This is an optimization exercise on Yosys and OpenROAD, whose aim is small area and a short achievable clock period, not a production implementation.
In this exercise RTL edits were held to simulation tests only and were not proved equivalent to the original.

== rev 12 ==
==> flow/design.v <==
`timescale 1ns / 1ps
module Extra2LPTop(
    input clk,
    input rst,
    input [31:0] A_in,
    input [31:0] B_in,
    input [31:0] C_in,
    output [35:0] Q
    );
    localparam B1 = 12;    
    localparam B2 = 23;
    wire [31:0] c_sh = {2'b00, C_in[31:2]};
    wire [31:0] s0 = A_in ^ B_in ^ c_sh;
    wire [31:0] k0 = (A_in & B_in) | (A_in & c_sh) | (B_in & c_sh);
    wire [33:0] x0 = {2'b00, s0};
    wire [33:0] y0 = {1'b0, k0, 1'b0};
    wire [33:0] g0 = x0 & y0;
    wire [33:0] p0 = x0 ^ y0;
    reg [32:0] g1;           
    reg [33:0] p1;
    reg [1:0]  cl1;
    always @(posedge clk) begin
        g1  <= g0[32:0];
        p1  <= p0;
        cl1 <= C_in[1:0];
    end
    reg [33:0] gg, pp;       
    reg [33:0] cin;          
    reg [2:0]  cout;         
    integer i, l, st;
    always @(*) begin
        gg = {1'b0, g1};
        pp = p1;
        for (l = 1; l < 32; l = l * 2) begin
            for (i = 33; i >= 0; i = i - 1) begin
                st = (i >= B2) ? B2 : (i >= B1) ? B1 : 0;
                if (((i - st) & l) != 0 && ((i - st) & ~(l - 1)) - 1 + st >= st) begin
                    gg[i] = gg[i] | (pp[i] & gg[((i - st) & ~(2*l - 1)) + l - 1 + st]);
                    pp[i] = pp[i] & pp[((i - st) & ~(2*l - 1)) + l - 1 + st];
                end
            end
        end
        cin = 34'd0;
        for (i = 1; i < 34; i = i + 1)
            if (i != B1 && i != B2) cin[i] = gg[i-1];
        cout[0] = gg[B1-1];
        cout[1] = gg[B2-1];
    end
    wire [33:0] u1 = p1 ^ cin;
    reg        ph;
    reg [33:0] u2;
    reg [1:0]  co2;
    reg [1:0]  cl2;
    reg [35:0] result;
    wire c_b1 = co2[0];
    wire c_b2 = co2[1] | (co2[0] & (&u2[B2-1:B1]));
    reg [B2-B1-1:0] mid;
    reg [33-B2:0]   top;
    integer j;
    always @(*) begin
        for (j = B1; j < B2; j = j + 1)
            mid[j-B1] = u2[j] ^ (c_b1 & (&(u2 | ~(((34'd1 << j) - 34'd1) & ~((34'd1 << B1) - 34'd1)))));
        for (j = B2; j < 34; j = j + 1)
            top[j-B2] = u2[j] ^ (c_b2 & (&(u2 | ~(((34'd1 << j) - 34'd1) & ~((34'd1 << B2) - 34'd1)))));
    end
    always @(posedge clk) begin
        if (rst) ph <= 1'b1;
        else     ph <= ~ph;
        if (ph) begin
            u2     <= u1;
            co2    <= cout[1:0];
            cl2    <= cl1;
        end
        result <= result ^ ({36{ph}} & (result ^ {top, mid, u2[B1-1:0], cl2}));
    end
    assign Q = result;
endmodule
==> flow/config.mk <==
export PLATFORM = sky130hd
export DESIGN_NAME = Extra2LPTop
export DESIGN_NICKNAME = Extra2LPTop
export VERILOG_FILES = /design/flow/design.v
export SDC_FILE = /design/flow/constraint.sdc
export NUM_CORES = 4
export LEC_CHECK = 0
export ABC_AREA = 1
export CAP_MARGIN = 20
export CORE_MARGIN = 2
export CORE_UTILIZATION = 40
export SETUP_SLACK_MARGIN = 2.3
export SLEW_MARGIN = 20
==> flow/constraint.sdc <==
create_clock -name core_clock -period 4.0 [get_ports {clk}]
set_input_delay 0.8000 -clock core_clock [delete_from_list [all_inputs] [get_ports {clk}]]
set_output_delay 0.8000 -clock core_clock [all_outputs]
set_load 0.01 [all_outputs]
standard.sh (not shown) runs the stock make flow with config.mk's settings and CLKGATE_MAP_FILE= SYNTH_SCRIPT=/design/flow/synth_recipe.tcl, a recipe that flattens the netlist after the stock synthesis.
==> flow/flow/run.sh <==
#!/bin/bash
# Standard ORFS layout (the standard.sh, standard synthesis), with:
#  - port buffers of sky130_fd_sc_hd__buf_1 instead of the default delay buffer
#  - clock tree of clkbuf_4 cells under a clkbuf_16 root, without dummy balancing loads
cp standard.sh standard_sh.log
export BUFFER_PORTS_ARGS="-buffer_cell sky130_fd_sc_hd__buf_1"
export CTS_ARGS="-sink_clustering_enable -repair_clock_nets -dont_use_dummy_load -buf_list sky130_fd_sc_hd__clkbuf_4 -root_buf sky130_fd_sc_hd__clkbuf_16"
bash standard.sh > standard.log 2>&1
For rev 13, these inputs were changed with respect to rev 12:
--- a/flow/design.v
+++ b/flow/design.v
@@ -4,14 +4,14 @@
     input rst,
     input [31:0] A_in,
     input [31:0] B_in,
     input [31:0] C_in,
     output [35:0] Q
     );
-    localparam B1 = 12;    
-    localparam B2 = 23;
+    localparam B1 = 11;    
+    localparam B2 = 22;
     wire [31:0] c_sh = {2'b00, C_in[31:2]};
     wire [31:0] s0 = A_in ^ B_in ^ c_sh;
     wire [31:0] k0 = (A_in & B_in) | (A_in & c_sh) | (B_in & c_sh);
     wire [33:0] x0 = {2'b00, s0};
     wire [33:0] y0 = {1'b0, k0, 1'b0};
     wire [33:0] g0 = x0 & y0;
@@ -45,12 +45,13 @@
             if (i != B1 && i != B2) cin[i] = gg[i-1];
         cout[0] = gg[B1-1];
         cout[1] = gg[B2-1];
     end
     wire [33:0] u1 = p1 ^ cin;
     reg        ph;
+    reg        qa, qb;
     reg [33:0] u2;
     reg [1:0]  co2;
     reg [1:0]  cl2;
     reg [35:0] result;
     wire c_b1 = co2[0];
     wire c_b2 = co2[1] | (co2[0] & (&u2[B2-1:B1]));
@@ -61,17 +62,24 @@
         for (j = B1; j < B2; j = j + 1)
             mid[j-B1] = u2[j] ^ (c_b1 & (&(u2 | ~(((34'd1 << j) - 34'd1) & ~((34'd1 << B1) - 34'd1)))));
         for (j = B2; j < 34; j = j + 1)
             top[j-B2] = u2[j] ^ (c_b2 & (&(u2 | ~(((34'd1 << j) - 34'd1) & ~((34'd1 << B2) - 34'd1)))));
     end
     always @(posedge clk) begin
-        if (rst) ph <= 1'b1;
-        else     ph <= ~ph;
+        if (rst) begin
+            ph <= 1'b1;
+            qa <= 1'b1;
+            qb <= 1'b0;
+        end else begin
+            ph <= ~ph;
+            qa <= ~qa;
+            qb <= ~qb;
+        end
         if (ph) begin
-            u2     <= u1;
-            co2    <= cout[1:0];
-            cl2    <= cl1;
+            u2  <= u1;
+            co2 <= cout[1:0];
+            cl2 <= cl1;
         end
-        result <= result ^ ({36{ph}} & (result ^ {top, mid, u2[B1-1:0], cl2}));
+        result <= ({top, mid, u2[B1-1:0], cl2} & {36{qa}}) | (result & {36{qb}});
     end
     assign Q = result;
 endmodule
Results
- Rev 13 gives more die area than rev 12 did.
- Against rev 12, number of register bits inferred by synthesis in rev 13 rose slightly.
- Rev 13: total length of routed met3 wires is about 11% higher than what rev 12 reported.
- Rev 13 vs. rev 12: fraction of the mapped netlist area in adder cells stayed essentially flat; share of the cycle needed by the critical path after routing fell by 1.9 points.
- Cmp rev 12 and rev 13 / pre-CTS setup slack / lower: rev 12

## re-timing with driven ports
In the flow no input, the clock included, has a driving cell. The finished layouts below were timed again as built, in two steps. Step 1 (the two cells are an assumption about what drives the block):
set clk [get_ports {clk}]
set_driving_cell -lib_cell sky130_fd_sc_hd__clkbuf_16 $clk
set_driving_cell -lib_cell sky130_fd_sc_hd__buf_2 [delete_from_list [all_inputs] $clk]
Step 2 also shifts input and output timing later by t, the mid clock arrival at the registers, as if the neighbouring blocks saw the same clock. Three values: ideal ports, drivers, drivers and shift; two values: the first two.
run	t, ns	slack for setup (ns)	latest minus earliest clock arrival (ns)	worst register clock-pin slew, ns	cell pins on the clock port's net
rev 12	0.396	2.274 / 2.235 / 2.140	0.035 / 0.036	0.12 / 0.12	1
rev 13	0.393	2.349 / 2.309 / 2.191	0.032 / 0.032	0.11 / 0.11	1
After both steps setup and hold are still met in every run listed. For rev 13, which loses most, drivers alone change the setup slack by -0.040 ns; drivers and shift together by -0.158 ns.
